What follows belongs to an exercise in optimizing a design on an open flow for small area, a short achievable clock period and few clock cycles per item; a production flow would make more cautious choices.
In this exercise RTL edits were held to simulation tests only and were not proved equivalent to the original.
The clock input has no modelled driver; a real chip could not lean on it and would need a root buffer or a full tree.
Power is estimated from default activity; no workload was simulated.

## fp_add
module fp_add (
    input  [63:0] in_A,
    input  [63:0] in_B,
    input         clk,
    input         rst_n,
    input         in_valid,
    output [63:0] result,
    output        out_valid
);
integer k;
reg [6:0] v;
always @(posedge clk or negedge rst_n) begin
    if (!rst_n) v <= 7'd0;
    else        v <= {v[5:0], in_valid};
end
assign out_valid = v[6];
wire hA_i = |in_A[62:52], hB_i = |in_B[62:52];
reg [63:0] a0, b0;
reg        hA, hB;
always @(posedge clk) begin
    a0 <= {in_A[63:53], in_A[52] | ~hA_i, in_A[51:0]};
    b0 <= {in_B[63:53], in_B[52] | ~hB_i, in_B[51:0]};
    hA <= hA_i;
    hB <= hB_i;
end
wire        sA = a0[63], sB = b0[63];
wire [10:0] eA = a0[62:52], eB = b0[62:52];
wire [51:0] mA = a0[51:0],  mB = b0[51:0];
wire [52:0] fA = {hA, mA};
wire [52:0] fB = {hB, mB};
wire        infA = &eA, infB = &eB;
wire        nanA = infA & (|mA), nanB = infB & (|mB);
wire [11:0] dAB, dBA;
genvar sg, sl, si;
generate
    for (sg = 0; sg < 2; sg = sg + 1) begin : SUBS
        wire [10:0] u = sg ? eB : eA;
        wire [10:0] w = sg ? ~eA : ~eB;
        wire [11:0] sG [0:4];
        wire [11:0] sP [0:4];
        assign sG[0] = {u & w, 1'b1};
        assign sP[0] = {u ^ w, 1'b0};
        for (sl = 0; sl < 4; sl = sl + 1) begin : LV
            for (si = 0; si < 12; si = si + 1) begin : B
                if (si >= (1 << sl)) begin : C
                    assign sG[sl+1][si] = sG[sl][si] | (sP[sl][si] & sG[sl][si - (1 << sl)]);
                    assign sP[sl+1][si] = sP[sl][si] & sP[sl][si - (1 << sl)];
                end else begin : N
                    assign sG[sl+1][si] = sG[sl][si];
                    assign sP[sl+1][si] = sP[sl][si];
                end
            end
        end
        wire [11:0] r = {~sG[4][11], sP[0][11:1] ^ sG[4][10:0]};
        if (sg == 0) begin : AB
            assign dAB = r;
        end else begin : BA
  ...
For scale: roughly 4,200 cells after synthesis, about 670 flip-flops, about 200 I/O pins.
clock: 10.0 ns
lec_check: 0
cap_margin: 20
core_margin: 2
core_utilization: 60
slew_margin: 20
standard.sh (not shown) runs the stock make flow with config.mk's settings and CLKGATE_MAP_FILE= SYNTH_SCRIPT=/design/flow/synth_recipe.tcl, a recipe that flattens the netlist after the stock synthesis.
==> flow/flow/run.sh <==
#!/bin/bash
set -euo pipefail
TREE=$PWD/flow/cts_tree.tcl
PORTS="BUFFER_PORTS_ARGS=-inputs -outputs -buffer_cell sky130_fd_sc_hd__buf_1"
MY_ABC_SCRIPT=$PWD/flow/map.abc bash standard.sh SYNTH_SCRIPT=$PWD/flow/my_synth.tcl synth > synth.log 2>&1
bash standard.sh SETUP_SLACK_MARGIN=7.1 floorplan > floorplan.log 2>&1
bash standard.sh SETUP_SLACK_MARGIN=7.1 "$PORTS" place > place.log 2>&1
bash standard.sh SETUP_SLACK_MARGIN=7.1 PRE_CTS_TCL=$TREE POST_CTS_TCL=$PWD/flow/post_cts.tcl cts > cts.log 2>&1
for step in grt route finish; do
  bash standard.sh SETUP_SLACK_MARGIN=7.1 $step > $step.log 2>&1
done
Other scripts of this flow, unchanged in this note and not shown: flow/flow/area_recovery.tcl, flow/flow/cts_tree.tcl, flow/flow/map.abc, flow/flow/my_synth.tcl, flow/flow/post_cts.tcl
Testbench counts at the start, summed over its fixed seeds: cycles 80,056, items 80,000.
Next try:
--- a/flow/flow/run.sh
+++ b/flow/flow/run.sh
@@ -7,5 +7,6 @@
 bash standard.sh SETUP_SLACK_MARGIN=7.1 "$PORTS" place > place.log 2>&1
 bash standard.sh SETUP_SLACK_MARGIN=7.1 PRE_CTS_TCL=$TREE POST_CTS_TCL=$PWD/flow/post_cts.tcl cts > cts.log 2>&1
-for step in grt route finish; do
+bash standard.sh SETUP_SLACK_MARGIN=7.1 POST_GLOBAL_ROUTE_TCL=$PWD/flow/post_grt.tcl grt > grt.log 2>&1
+for step in route finish; do
   bash standard.sh SETUP_SLACK_MARGIN=7.1 $step > $step.log 2>&1
 done
==> flow/flow/post_grt.tcl (new file) <==
# POST_GLOBAL_ROUTE_TCL: area recovery after global routing's timing repair
# (flow/area_recovery.tcl), with global-routing parasitics.
source [file dirname [info script]]/area_recovery.tcl
estimate_parasitics -global_routing
area_recovery $::env(SETUP_SLACK_MARGIN)
Effect: Die area is unchanged. Synthesized cell count is unchanged. Wire length barely changes. Sequential cell count does not change. Final cell count stays the same. Critical path depth drops by 3. Clock skew hardly moves. Power drops by 3.6%.
In every run of this note, the design's own scripts or RTL, not TritonCTS, make the clock network.

* * *

fp_add, a different RTL version from the one above (not shown whole).
Size in the first run: ~3800 cells after synthesis, about 670 flip-flops, roughly 200 I/O pins, roughly 34000 sq um of cells after synthesis.
// fp_add
module fp_add (
    input  [63:0] in_A,
    input  [63:0] in_B,
    input         clk,
    input         rst_n,
    input         in_valid,
    output [63:0] result,
    output        out_valid
);
clock: 10.0 ns
lec_check: 0
cap_margin: 20
core_margin: 2
core_utilization: 60
slew_margin: 20
==> flow/flow/run.sh <==
#!/bin/bash
set -euo pipefail
TREE=$PWD/flow/cts_tree.tcl
PORTS="BUFFER_PORTS_ARGS=-inputs -outputs -buffer_cell sky130_fd_sc_hd__buf_1"
bash standard.sh synth > synth.log 2>&1
bash standard.sh SETUP_SLACK_MARGIN=7 floorplan > floorplan.log 2>&1
bash standard.sh SETUP_SLACK_MARGIN=7 "$PORTS" place > place.log 2>&1
bash standard.sh SETUP_SLACK_MARGIN=7 PRE_CTS_TCL=$TREE cts > cts.log 2>&1
for step in grt route finish; do
  bash standard.sh SETUP_SLACK_MARGIN=7 $step > $step.log 2>&1
done
Other scripts of this flow, unchanged in this note and not shown: flow/flow/cts_tree.tcl
The first run finished with timing, DRC and antenna clean.
Testbench counts at the start, summed over its fixed seeds: cycles 80,056, items 80,000.
Change:
CORE_UTILIZATION = 55   (was 60)
Clock skew went up by 0.0075 ns.
Synthesized area is unchanged.
Final area is about the same.
Clock power hardly moves.
Change:
CORE_UTILIZATION = 65   (was 55)
What happened: Final cell count is lower by 2.4%; sequential share of layout area stays flat; fmax decreases by 1.7%; core utilization came out higher by 12 points.
Change:
--- a/flow/flow/run.sh
+++ b/flow/flow/run.sh
@@ -5 +5 @@
-bash standard.sh synth > synth.log 2>&1
+MY_ABC_SCRIPT=$PWD/flow/map.abc bash standard.sh SYNTH_SCRIPT=$PWD/flow/my_synth.tcl synth > synth.log 2>&1
==> flow/flow/map.abc (new file) <==
strash
dch
map -D 2500
topo
stime -c
buffer -c
upsize -c -D 2500
dnsize -c -D 2500
==> flow/flow/my_synth.tcl (new file) <==
# synth_recipe.tcl (the standard synthesis script) with one change: the
# final ABC technology mapping uses flow/map.abc, a delay-targeted mapping
# (map -D 2500) with buffering and sizing, instead of ORFS's abc_speed
# script. Registers, their names and cell types are untouched: ABC maps only
# the logic between them.
proc synth {args} { yosys synth -nofsm -noshare {*}$args }
proc abc {args} {
  set i [lsearch -exact $args -script]
  if {$i >= 0} { lset args [expr {$i + 1}] $::env(MY_ABC_SCRIPT) }
  yosys abc {*}$args
}
source $::env(SCRIPTS_DIR)/synth.tcl
# left out here: clear keep_hierarchy, flatten, clean up, hide names made inside functions, write 1_2_yosys.v
CORE_UTILIZATION = 55   (was 65)
Routed wire length fell by 9.9%.
First-iteration DRC count fell by 25%.
Cell count rose by 18%.
Hold slack is better by 0.017 ns.
Die area rose by 13%.
Final area fell by 0.98%.
Via count fell by 1.5%.
Global-route usage fell by 7.7 points.
Sequential power fell by 6.2%.
Sequential cell count does not change.
Worst setup slack is worse by 0.46 ns.
In every run of this note, the design's own scripts or RTL, not TritonCTS, make the clock network.

* * *

fp_add with an RTL version that a note above also has.
Size in the first run: roughly 4200 cells after synthesis, roughly 670 flip-flops, roughly 200 I/O pins, ~32000 sq um of cells after synthesis.
export LEC_CHECK = 0
export CAP_MARGIN = 20
export CORE_MARGIN = 2
export CORE_UTILIZATION = 60
export SLEW_MARGIN = 20
create_clock -name core_clock -period 10.0 [get_ports {clk}]
==> flow/flow/run.sh <==
#!/bin/bash
set -euo pipefail
TREE=$PWD/flow/cts_tree.tcl
PORTS="BUFFER_PORTS_ARGS=-inputs -outputs -buffer_cell sky130_fd_sc_hd__buf_1"
MY_ABC_SCRIPT=$PWD/flow/map.abc bash standard.sh SYNTH_SCRIPT=$PWD/flow/my_synth.tcl synth > synth.log 2>&1
bash standard.sh SETUP_SLACK_MARGIN=7.1 floorplan > floorplan.log 2>&1
bash standard.sh SETUP_SLACK_MARGIN=7.1 "$PORTS" place > place.log 2>&1
bash standard.sh SETUP_SLACK_MARGIN=7.1 PRE_CTS_TCL=$TREE cts > cts.log 2>&1
bash standard.sh SETUP_SLACK_MARGIN=7.1 POST_GLOBAL_ROUTE_TCL=$PWD/flow/post_grt.tcl grt > grt.log 2>&1
for step in route finish; do
  bash standard.sh SETUP_SLACK_MARGIN=7.1 $step > $step.log 2>&1
done
==> flow/flow/area_recovery.tcl <==
# Area recovery after timing repair: give each cell (register and
# clock-buffer types kept, only the drive strength changes) the smallest
# drive strength of its kind that keeps the worst setup slack at or above
# a target, keeps the slew and capacitance limits with margin, and keeps
# the cell's own output transition under a bound. Parasitics are
# re-estimated after every swap, since a swapped cell's nets lose theirs.
proc ar_out_slew { inst } {
  set s 0
  foreach pin [get_pins -of_objects $inst -filter "direction==output"] {
    foreach p {slew_max_rise slew_max_fall} {
      set v [get_property $pin $p]
      if {$v > $s} { set s $v }
    }
  }
  return $s
}
proc ar_out_slack { inst } {
  set s 1e9
  foreach pin [get_pins -of_objects $inst -filter "direction==output"] {
    set v [get_property $pin slack_max]
    if {$v < $s} { set s $v }
  }
  return $s
}
proc ar_ok { inst target smin cmin smax } {
  estimate_parasitics $::ar_mode
  if {[worst_slack -max] < $target} { return 0 }
  if {[ar_out_slew $inst] > $smax} { return 0 }
  if {[sta::max_slew_check_slack_limit] < $smin} { return 0 }
  if {[sta::max_capacitance_check_slack_limit] < $cmin} { return 0 }
  return 1
}
proc ar_pass { target smin cmin smax } {
  set n 0
  foreach inst [get_cells *] {
    set lc [get_lib_cells -of_objects $inst]
    if {$lc eq ""} { continue }
    if {[catch {set name [get_name $lc]}]} { continue }
    if {![regexp {^(sky130_fd_sc_hd__[a-z0-9]+)_([0-9]+)$} $name -> base drv]} { continue }
    if {[string match "*clkbuf*" $base] || [string match "*clkinv*" $base] || [string match "*lpflow*" $base]} { continue }
    if {[ar_out_slack $inst] < $target + 0.02} { continue }
    # smaller drive strengths of the same cell, largest first
    set cands {}
    foreach d {12 8 6 4 3 2 1 0} {
      if {$d >= $drv} { continue }
      set c [get_lib_cells -quiet ${base}_$d]
      if {$c ne ""} { lappend cands $c }
    }
    set best $lc
    foreach c $cands {
      replace_cell $inst $c
      if {[ar_ok $inst $target $smin $cmin $smax]} { set best $c } else { break }
    }
    if {$best ne $lc} { incr n }
    replace_cell $inst $best
  }
  estimate_parasitics $::ar_mode
  return $n
}
proc area_recovery { mode margin guard smax } {
  set ::ar_mode $mode
  estimate_parasitics $mode
  set wns [worst_slack -max]
  set target [expr {($wns < $margin ? $wns : $margin) + $guard}]
  set s0 [sta::max_slew_check_slack_limit]
  set c0 [sta::max_capacitance_check_slack_limit]
  set smin [expr {$s0 < 0.2 ? $s0 : 0.2}]
  set cmin [expr {$c0 < 0.2 ? $c0 : 0.2}]
  set a0 [rsz::design_area]
  set total 0
  for {set pass 0} {$pass < 2} {incr pass} {
    set n [ar_pass $target $smin $cmin $smax]
    incr total $n
    if {$n == 0} { break }
  }
  puts [format "area_recovery: target slack %.3f (slew %.3f cap %.3f out %.2f), %d cells downsized, area %.1f -> %.1f um2, worst slack %.3f" $target $smin $cmin $smax $total [expr {$a0 * 1e12}] [expr {[rsz::design_area] * 1e12}] [worst_slack -max]]
}
==> flow/flow/post_grt.tcl <==
# POST_GLOBAL_ROUTE_TCL: area recovery after global routing's timing repair
# (flow/area_recovery.tcl), with global-routing parasitics: the worst setup
# slack may not drop below what the repair reached (or its target), and no
# downsized cell's output transition may exceed 0.5 ns.
source [file dirname [info script]]/area_recovery.tcl
area_recovery -global_routing $::env(SETUP_SLACK_MARGIN) 0.0 0.5
Other scripts of this flow, unchanged in this note and not shown: flow/flow/cts_tree.tcl, flow/flow/map.abc, flow/flow/my_synth.tcl
The baseline produced a clean layout.
Testbench counts at the start, summed over its fixed seeds: cycles 80,056, items 80,000.
Edit:
--- a/flow/flow/area_recovery.tcl
+++ b/flow/flow/area_recovery.tcl
@@ -2,4 +2,5 @@
 # clock-buffer types kept, only the drive strength changes) the smallest
-# drive strength of its kind that keeps the worst setup slack at or above
-# a target, keeps the slew and capacitance limits with margin, and keeps
+# drive strength of its kind that keeps the worst setup slack where it was
+# (or at the repair's target), keeps every path through the cell a guard
+# above that, keeps the slew and capacitance limits with margin, and keeps
 # the cell's own output transition under a bound. Parasitics are
@@ -24,5 +25,6 @@
 }
-proc ar_ok { inst target smin cmin smax } {
+proc ar_ok { inst floor target smin cmin smax } {
   estimate_parasitics $::ar_mode
-  if {[worst_slack -max] < $target} { return 0 }
+  if {[worst_slack -max] < $floor} { return 0 }
+  if {[ar_out_slack $inst] < $target} { return 0 }
   if {[ar_out_slew $inst] > $smax} { return 0 }
@@ -32,3 +34,3 @@
 }
-proc ar_pass { target smin cmin smax } {
+proc ar_pass { floor target smin cmin smax } {
   set n 0
@@ -51,3 +53,3 @@
       replace_cell $inst $c
-      if {[ar_ok $inst $target $smin $cmin $smax]} { set best $c } else { break }
+      if {[ar_ok $inst $floor $target $smin $cmin $smax]} { set best $c } else { break }
     }
@@ -63,3 +65,4 @@
   set wns [worst_slack -max]
-  set target [expr {($wns < $margin ? $wns : $margin) + $guard}]
+  set floor [expr {$wns < $margin ? $wns : $margin}]
+  set target [expr {$floor + $guard}]
   set s0 [sta::max_slew_check_slack_limit]
@@ -71,3 +74,3 @@
   for {set pass 0} {$pass < 2} {incr pass} {
-    set n [ar_pass $target $smin $cmin $smax]
+    set n [ar_pass $floor $target $smin $cmin $smax]
     incr total $n
==> flow/flow/post_grt.tcl (replaced) <==
# POST_GLOBAL_ROUTE_TCL: area recovery after global routing's timing repair
# (flow/area_recovery.tcl), with global-routing parasitics: the worst setup
# slack may not drop below what the repair reached (or its target), every
# path through a downsized cell keeps 0.05 ns above that, and no downsized
# cell's output transition may exceed 0.5 ns.
source [file dirname [info script]]/area_recovery.tcl
area_recovery -global_routing $::env(SETUP_SLACK_MARGIN) 0.05 0.5
After rerunning:
- core utilization went up by 0.19 points
- total power rises by 0.34%
- via count hardly moves
In every run of this note, the design's own scripts or RTL, not TritonCTS, make the clock network.

* * *

== run A ==
fp_add again, from the RTL that the note above started with.
Settings: LEC_CHECK=0, CAP_MARGIN=20, CORE_MARGIN=2, CORE_UTILIZATION=60, SLEW_MARGIN=20; clock period 10.0 ns.
==> flow/flow/run.sh <==
#!/bin/bash
set -euo pipefail
TREE=$PWD/flow/cts_tree.tcl
PORTS="BUFFER_PORTS_ARGS=-inputs -outputs -buffer_cell sky130_fd_sc_hd__buf_1"
MY_ABC_SCRIPT=$PWD/flow/map.abc bash standard.sh SYNTH_SCRIPT=$PWD/flow/my_synth.tcl synth > synth.log 2>&1
bash standard.sh SETUP_SLACK_MARGIN=7.1 floorplan > floorplan.log 2>&1
bash standard.sh SETUP_SLACK_MARGIN=7.1 "$PORTS" place > place.log 2>&1
bash standard.sh SETUP_SLACK_MARGIN=7.1 PRE_CTS_TCL=$TREE cts > cts.log 2>&1
for step in grt route finish; do
  bash standard.sh SETUP_SLACK_MARGIN=7.1 $step > $step.log 2>&1
done
==> flow/flow/cts_tree.tcl <==
# Sourced by ORFS's cts.tcl (PRE_CTS_TCL) in place of TritonCTS: builds a
# two-level clock tree. Root buffers on the clock port each drive a group
# of leaf buffers; each leaf buffer sits at the centre of a k-means cluster
# of flip-flops and drives them. All flip-flops see the same two buffer
# stages; the tree only shortens the clock's insertion delay.
proc my_clock_tree { {nleaf 20} {nroot 4} {bufname sky130_fd_sc_hd__clkbuf_16} } {
  set db [ord::get_db]
  set block [ord::get_db_block]
  set master [$db findMaster $bufname]
  set clk_net [$block findNet clk]
  set sinks {}
  foreach it [$clk_net getITerms] {
    set inst [$it getInst]
    set bb [$inst getBBox]
    lappend sinks [list $it [expr {([$bb xMin] + [$bb xMax]) / 2.0}] [expr {([$bb yMin] + [$bb yMax]) / 2.0}]]
  }
  set n [llength $sinks]
  # k-means: seed with sinks spread by sorted order
  set sorted [lsort -real -index 1 $sinks]
  set cx {}; set cy {}
  for {set k 0} {$k < $nleaf} {incr k} {
    set s [lindex $sorted [expr {int(($k + 0.5) * $n / $nleaf)}]]
    lappend cx [lindex $s 1]; lappend cy [lindex $s 2]
  }
  for {set iter 0} {$iter < 30} {incr iter} {
    set sx [lrepeat $nleaf 0.0]; set sy [lrepeat $nleaf 0.0]; set cnt [lrepeat $nleaf 0]
    set assign {}
    foreach s $sinks {
      set x [lindex $s 1]; set y [lindex $s 2]
      set best 0; set bd 1e30
      for {set k 0} {$k < $nleaf} {incr k} {
        set d [expr {abs($x - [lindex $cx $k]) + abs($y - [lindex $cy $k])}]
        if {$d < $bd} { set bd $d; set best $k }
      }
      lappend assign $best
      lset sx $best [expr {[lindex $sx $best] + $x}]
      lset sy $best [expr {[lindex $sy $best] + $y}]
      lset cnt $best [expr {[lindex $cnt $best] + 1}]
    }
    for {set k 0} {$k < $nleaf} {incr k} {
      if {[lindex $cnt $k] > 0} {
        lset cx $k [expr {[lindex $sx $k] / [lindex $cnt $k]}]
        lset cy $k [expr {[lindex $sy $k] / [lindex $cnt $k]}]
      }
    }
  }
  # roots: k-means of leaf centres into nroot groups
  set leaves {}
  for {set k 0} {$k < $nleaf} {incr k} { lappend leaves [list $k [lindex $cx $k] [lindex $cy $k]] }
  set lsorted [lsort -real -index 1 $leaves]
  set rx {}; set ry {}
  for {set r 0} {$r < $nroot} {incr r} {
    set s [lindex $lsorted [expr {int(($r + 0.5) * $nleaf / $nroot)}]]
    lappend rx [lindex $s 1]; lappend ry [lindex $s 2]
  }
  set rassign [lrepeat $nleaf 0]
  for {set iter 0} {$iter < 20} {incr iter} {
    set sx [lrepeat $nroot 0.0]; set sy [lrepeat $nroot 0.0]; set cnt [lrepeat $nroot 0]
    for {set k 0} {$k < $nleaf} {incr k} {
      set x [lindex $cx $k]; set y [lindex $cy $k]
      set best 0; set bd 1e30
      for {set r 0} {$r < $nroot} {incr r} {
        set d [expr {abs($x - [lindex $rx $r]) + abs($y - [lindex $ry $r])}]
        if {$d < $bd} { set bd $d; set best $r }
      }
      lset rassign $k $best
      lset sx $best [expr {[lindex $sx $best] + $x}]
      lset sy $best [expr {[lindex $sy $best] + $y}]
      lset cnt $best [expr {[lindex $cnt $best] + 1}]
    }
    for {set r 0} {$r < $nroot} {incr r} {
      if {[lindex $cnt $r] > 0} {
        lset rx $r [expr {[lindex $sx $r] / [lindex $cnt $r]}]
        lset ry $r [expr {[lindex $sy $r] / [lindex $cnt $r]}]
      }
    }
  }
  set w [$master getWidth]; set h [$master getHeight]
  # root buffers
  set rnets {}
  for {set r 0} {$r < $nroot} {incr r} {
    set inst [odb::dbInst_create $block $master "clkroot_$r"]
    set net [odb::dbNet_create $block "clkroot_net_$r"]
    $net setSigType CLOCK
    [$inst findITerm A] connect $clk_net
    [$inst findITerm X] connect $net
    $inst setLocation [expr {int([lindex $rx $r] - $w / 2)}] [expr {int([lindex $ry $r] - $h / 2)}]
    $inst setPlacementStatus PLACED
    lappend rnets $net
  }
  # leaf buffers
  set lnets {}
  for {set k 0} {$k < $nleaf} {incr k} {
    set inst [odb::dbInst_create $block $master "clkleaf_$k"]
    set net [odb::dbNet_create $block "clkleaf_net_$k"]
    $net setSigType CLOCK
    [$inst findITerm A] connect [lindex $rnets [lindex $rassign $k]]
    [$inst findITerm X] connect $net
    $inst setLocation [expr {int([lindex $cx $k] - $w / 2)}] [expr {int([lindex $cy $k] - $h / 2)}]
    $inst setPlacementStatus PLACED
    lappend lnets $net
  }
  set i 0
  foreach s $sinks {
    set it [lindex $s 0]
    $it disconnect
    $it connect [lindex $lnets [lindex $assign $i]]
    incr i
  }
  $clk_net setSigType CLOCK
  puts "my_clock_tree: $n sinks, $nleaf leaves, $nroot roots"
}

rename clock_tree_synthesis tritoncts_clock_tree_synthesis
proc clock_tree_synthesis { args } {
  my_clock_tree 40 4
}
==> flow/flow/map.abc <==
strash
dch
map -D 1900
topo
stime -c
buffer -c
upsize -c -D 1900
dnsize -c -D 1900
==> flow/flow/my_synth.tcl <==
# synth_recipe.tcl (the standard synthesis script) with one change: the
# final ABC technology mapping uses flow/map.abc, a delay-targeted mapping
# (map -D 1900) with buffering and sizing, instead of ORFS's abc_speed
# script. Registers, their names and cell types are untouched: ABC maps only
# the logic between them.
proc synth {args} { yosys synth -nofsm -noshare {*}$args }
proc abc {args} {
  set i [lsearch -exact $args -script]
  if {$i >= 0} { lset args [expr {$i + 1}] $::env(MY_ABC_SCRIPT) }
  yosys abc {*}$args
}
source $::env(SCRIPTS_DIR)/synth.tcl
# left out here: clear keep_hierarchy, flatten, clean up, hide names made inside functions, write 1_2_yosys.v
Both conditions hold for run A: the flow ran to the end and the final layout passed the timing, design-rule and antenna checks.
Testbench counts of run A, summed over its fixed seeds: cycles 80,056, items 80,000.
### run A -> run B
==> flow/flow/run.sh <==
#!/bin/bash
set -euo pipefail
TREE=$PWD/flow/cts_tree.tcl
PORTS="BUFFER_PORTS_ARGS=-inputs -outputs -buffer_cell sky130_fd_sc_hd__buf_1"
MY_ABC_SCRIPT=$PWD/flow/map.abc bash standard.sh SYNTH_SCRIPT=$PWD/flow/my_synth.tcl synth > synth.log 2>&1
bash standard.sh SETUP_SLACK_MARGIN=7.1 SKIP_GATE_CLONING=1 floorplan > floorplan.log 2>&1
bash standard.sh SETUP_SLACK_MARGIN=7.1 SKIP_GATE_CLONING=1 "$PORTS" place > place.log 2>&1
bash standard.sh SETUP_SLACK_MARGIN=7.1 SKIP_GATE_CLONING=1 PRE_CTS_TCL=$TREE cts > cts.log 2>&1
for step in grt route finish; do
  bash standard.sh SETUP_SLACK_MARGIN=7.1 SKIP_GATE_CLONING=1 $step > $step.log 2>&1
done
## What came out
Run B: full flow OK, the timing, design-rule and antenna checks passed. Run B ends up with a fmax that is about 0.6% lower than in run A. The final instance count without filler cells was comparable across run B and run A. Period utilization (run B over run A): increase, 0.18 points. Run B against run A; global-route wire length before repair is down slightly. Run A → run B: register-to-register slack neither gained nor lost much; switching power summed over all nets neither gained nor lost much; weighted congestion at the end of routability-driven global placement neither gained nor lost much; transition time at the pin with the least slew margin picked up an extra 0.016 ns; non-clock inverter instance count of the final layout lost about 0.9%. Diff run A..run B | total power density per cell area | negligible.
Input-level comparison between run C and run B:
==> flow/flow/run.sh <==
#!/bin/bash
set -euo pipefail
TREE=$PWD/flow/cts_tree.tcl
PORTS="BUFFER_PORTS_ARGS=-inputs -outputs -buffer_cell sky130_fd_sc_hd__buf_1"
MY_ABC_SCRIPT=$PWD/flow/map.abc bash standard.sh SYNTH_SCRIPT=$PWD/flow/my_synth.tcl synth > synth.log 2>&1
bash standard.sh SETUP_SLACK_MARGIN=7.1 floorplan > floorplan.log 2>&1
bash standard.sh SETUP_SLACK_MARGIN=7.1 "$PORTS" place > place.log 2>&1
bash standard.sh SETUP_SLACK_MARGIN=7.1 PRE_CTS_TCL=$TREE cts > cts.log 2>&1
for step in grt route finish; do
  bash standard.sh SETUP_SLACK_MARGIN=7.1 $step > $step.log 2>&1
done
==> flow/flow/map.abc <==
strash
dch
map -D 2300
topo
stime -c
buffer -c
upsize -c -D 2300
dnsize -c -D 2300
diff --git a/flow/flow/my_synth.tcl b/flow/flow/my_synth.tcl
--- a/flow/flow/my_synth.tcl
+++ b/flow/flow/my_synth.tcl
@@ -1,5 +1,5 @@
 # synth_recipe.tcl (the standard synthesis script) with one change: the
 # final ABC technology mapping uses flow/map.abc, a delay-targeted mapping
-# (map -D 1900) with buffering and sizing, instead of ORFS's abc_speed
+# (map -D 2300) with buffering and sizing, instead of ORFS's abc_speed
 # script. Registers, their names and cell types are untouched: ABC maps only
 # the logic between them.
--- outcome ---
All of run C and run B finish clean. Compared with run B, in run C fraction of synthesized area in multiplexers held; vertical die dimension shows no meaningful change; multi-input combinational cell count ~0 delta. Of the two values seen for worst setup path endpoint, f4[52]$_DFF_P_ was produced by run C and result[55] by run B.
[inputs] run D vs run C
- swapping 60 for 63 in CORE_UTILIZATION
diff --git a/flow/flow/cts_tree.tcl b/flow/flow/cts_tree.tcl
--- a/flow/flow/cts_tree.tcl
+++ b/flow/flow/cts_tree.tcl
@@ -3,9 +3,13 @@
 # of leaf buffers; each leaf buffer sits at the centre of a k-means cluster
 # of flip-flops and drives them. All flip-flops see the same two buffer
-# stages; the tree only shortens the clock's insertion delay.
-proc my_clock_tree { {nleaf 20} {nroot 4} {bufname sky130_fd_sc_hd__clkbuf_16} } {
+# stages; the tree only shortens the clock's insertion delay. The roots are
+# buf_16; a leaf is buf_8, or buf_12 when it drives more than 20
+# flip-flops (plain buffers: faster than the clkbuf cells at these loads).
+proc my_clock_tree { {nleaf 20} {nroot 4} } {
   set db [ord::get_db]
   set block [ord::get_db_block]
-  set master [$db findMaster $bufname]
+  set master [$db findMaster sky130_fd_sc_hd__buf_16]
+  set m8 [$db findMaster sky130_fd_sc_hd__buf_8]
+  set m12 [$db findMaster sky130_fd_sc_hd__buf_12]
   set clk_net [$block findNet clk]
   set sinks {}
@@ -90,12 +94,15 @@
   }
   # leaf buffers
+  set lcnt [lrepeat $nleaf 0]
+  foreach a $assign { lset lcnt $a [expr {[lindex $lcnt $a] + 1}] }
   set lnets {}
   for {set k 0} {$k < $nleaf} {incr k} {
-    set inst [odb::dbInst_create $block $master "clkleaf_$k"]
+    set lm [expr {[lindex $lcnt $k] > 20 ? $m12 : $m8}]
+    set inst [odb::dbInst_create $block $lm "clkleaf_$k"]
     set net [odb::dbNet_create $block "clkleaf_net_$k"]
     $net setSigType CLOCK
     [$inst findITerm A] connect [lindex $rnets [lindex $rassign $k]]
     [$inst findITerm X] connect $net
-    $inst setLocation [expr {int([lindex $cx $k] - $w / 2)}] [expr {int([lindex $cy $k] - $h / 2)}]
+    $inst setLocation [expr {int([lindex $cx $k] - [$lm getWidth] / 2)}] [expr {int([lindex $cy $k] - [$lm getHeight] / 2)}]
     $inst setPlacementStatus PLACED
     lappend lnets $net
==> flow/flow/map.abc <==
strash
dch
map -D 1900
topo
stime -c
buffer -c
upsize -c -D 1900
dnsize -c -D 1900
diff --git a/flow/flow/my_synth.tcl b/flow/flow/my_synth.tcl
--- a/flow/flow/my_synth.tcl
+++ b/flow/flow/my_synth.tcl
@@ -1,5 +1,5 @@
 # synth_recipe.tcl (the standard synthesis script) with one change: the
 # final ABC technology mapping uses flow/map.abc, a delay-targeted mapping
-# (map -D 2300) with buffering and sizing, instead of ORFS's abc_speed
+# (map -D 1900) with buffering and sizing, instead of ORFS's abc_speed
 # script. Registers, their names and cell types are untouched: ABC maps only
 # the logic between them.
==> notes.md <==
- The total routed wirelength of run D falls short of that of run C by 2100 um.
- Sequential cell count: run C vs run D identical
- Run C vs run D, path type of the worst setup path: flop to flop vs flop to output port
- A termination of the worst setup path of result[45] is what run D shows, while f4[52]$_DFF_P_ belongs to run C.
- Run C consumes more power than run D.
- Row utilization: run D higher / run C lower
No run of this note takes its clock network from TritonCTS; it comes from the design's own scripts or RTL.

==> afterwards: timing with drivers on the ports <==
No port has a modelled driver above. Below, the same layouts with a new extraction and two added sets of constraints.
Step 1: set_driving_cell puts a clkbuf_16 on clk and a buf_2 on each other input, an assumption about the parent block.
Step 2 adds t to the input delays and takes it off the output delays; t is the mean of the earliest and latest rising clock arrival at the registers after step 1. Input paths then give back, and output paths get back, about the clock's delay inside the block.
a / b / c = ideal / step 1 / step 2; a / b = the first two.
run | t (ns) | setup WS [ns] | worst setup path at the end | worst register clock-pin slew, ns | worst data-port slew with drivers (ns)
the first run of note 1 | 0.522 | 7.080 / 6.968 / 7.080 | register to register | 0.11 / 0.11 | 0.05
the second run of note 1 | 0.523 | 6.186 / 6.186 / 6.186 | register to register | 0.11 / 0.11 | 0.05
the first run of note 2 | 0.520 | 7.031 / 6.919 / 7.031 | register to register | 0.10 / 0.10 | 0.09
the second run of note 2 | 0.517 | 6.994 / 6.904 / 6.993 | register to register | 0.11 / 0.11 | 0.04
the third run of note 2 | 0.552 | 6.941 / 6.873 / 6.941 | register to register | 0.10 / 0.10 | 0.06
the fourth run of note 2 | 0.515 | 6.477 / 6.477 / 6.477 | register to register | 0.12 / 0.12 | 0.05
the first run of note 3 | 0.524 | 7.055 / 6.915 / 7.066 | register to register | 0.11 / 0.11 | 0.05
the second run of note 3 | 0.524 | 7.065 / 6.926 / 7.111 | register to register | 0.11 / 0.11 | 0.05
run A | 0.523 | 7.105 / 6.966 / 7.150 | register to register | 0.11 / 0.11 | 0.05
run B | 0.521 | 7.087 / 6.949 / 7.159 | register to register | 0.11 / 0.11 | 0.05
run C | 0.522 | 7.089 / 6.984 / 7.089 | register to register | 0.10 / 0.10 | 0.05
run D | 0.483 | 7.127 / 6.976 / 7.132 | register to register | 0.11 / 0.11 | 0.05
After both steps every run listed still meets setup and hold. The setup slack of the second run of note 2, which loses most, moves by -0.090 ns with the drivers and by -0.001 ns with both steps.
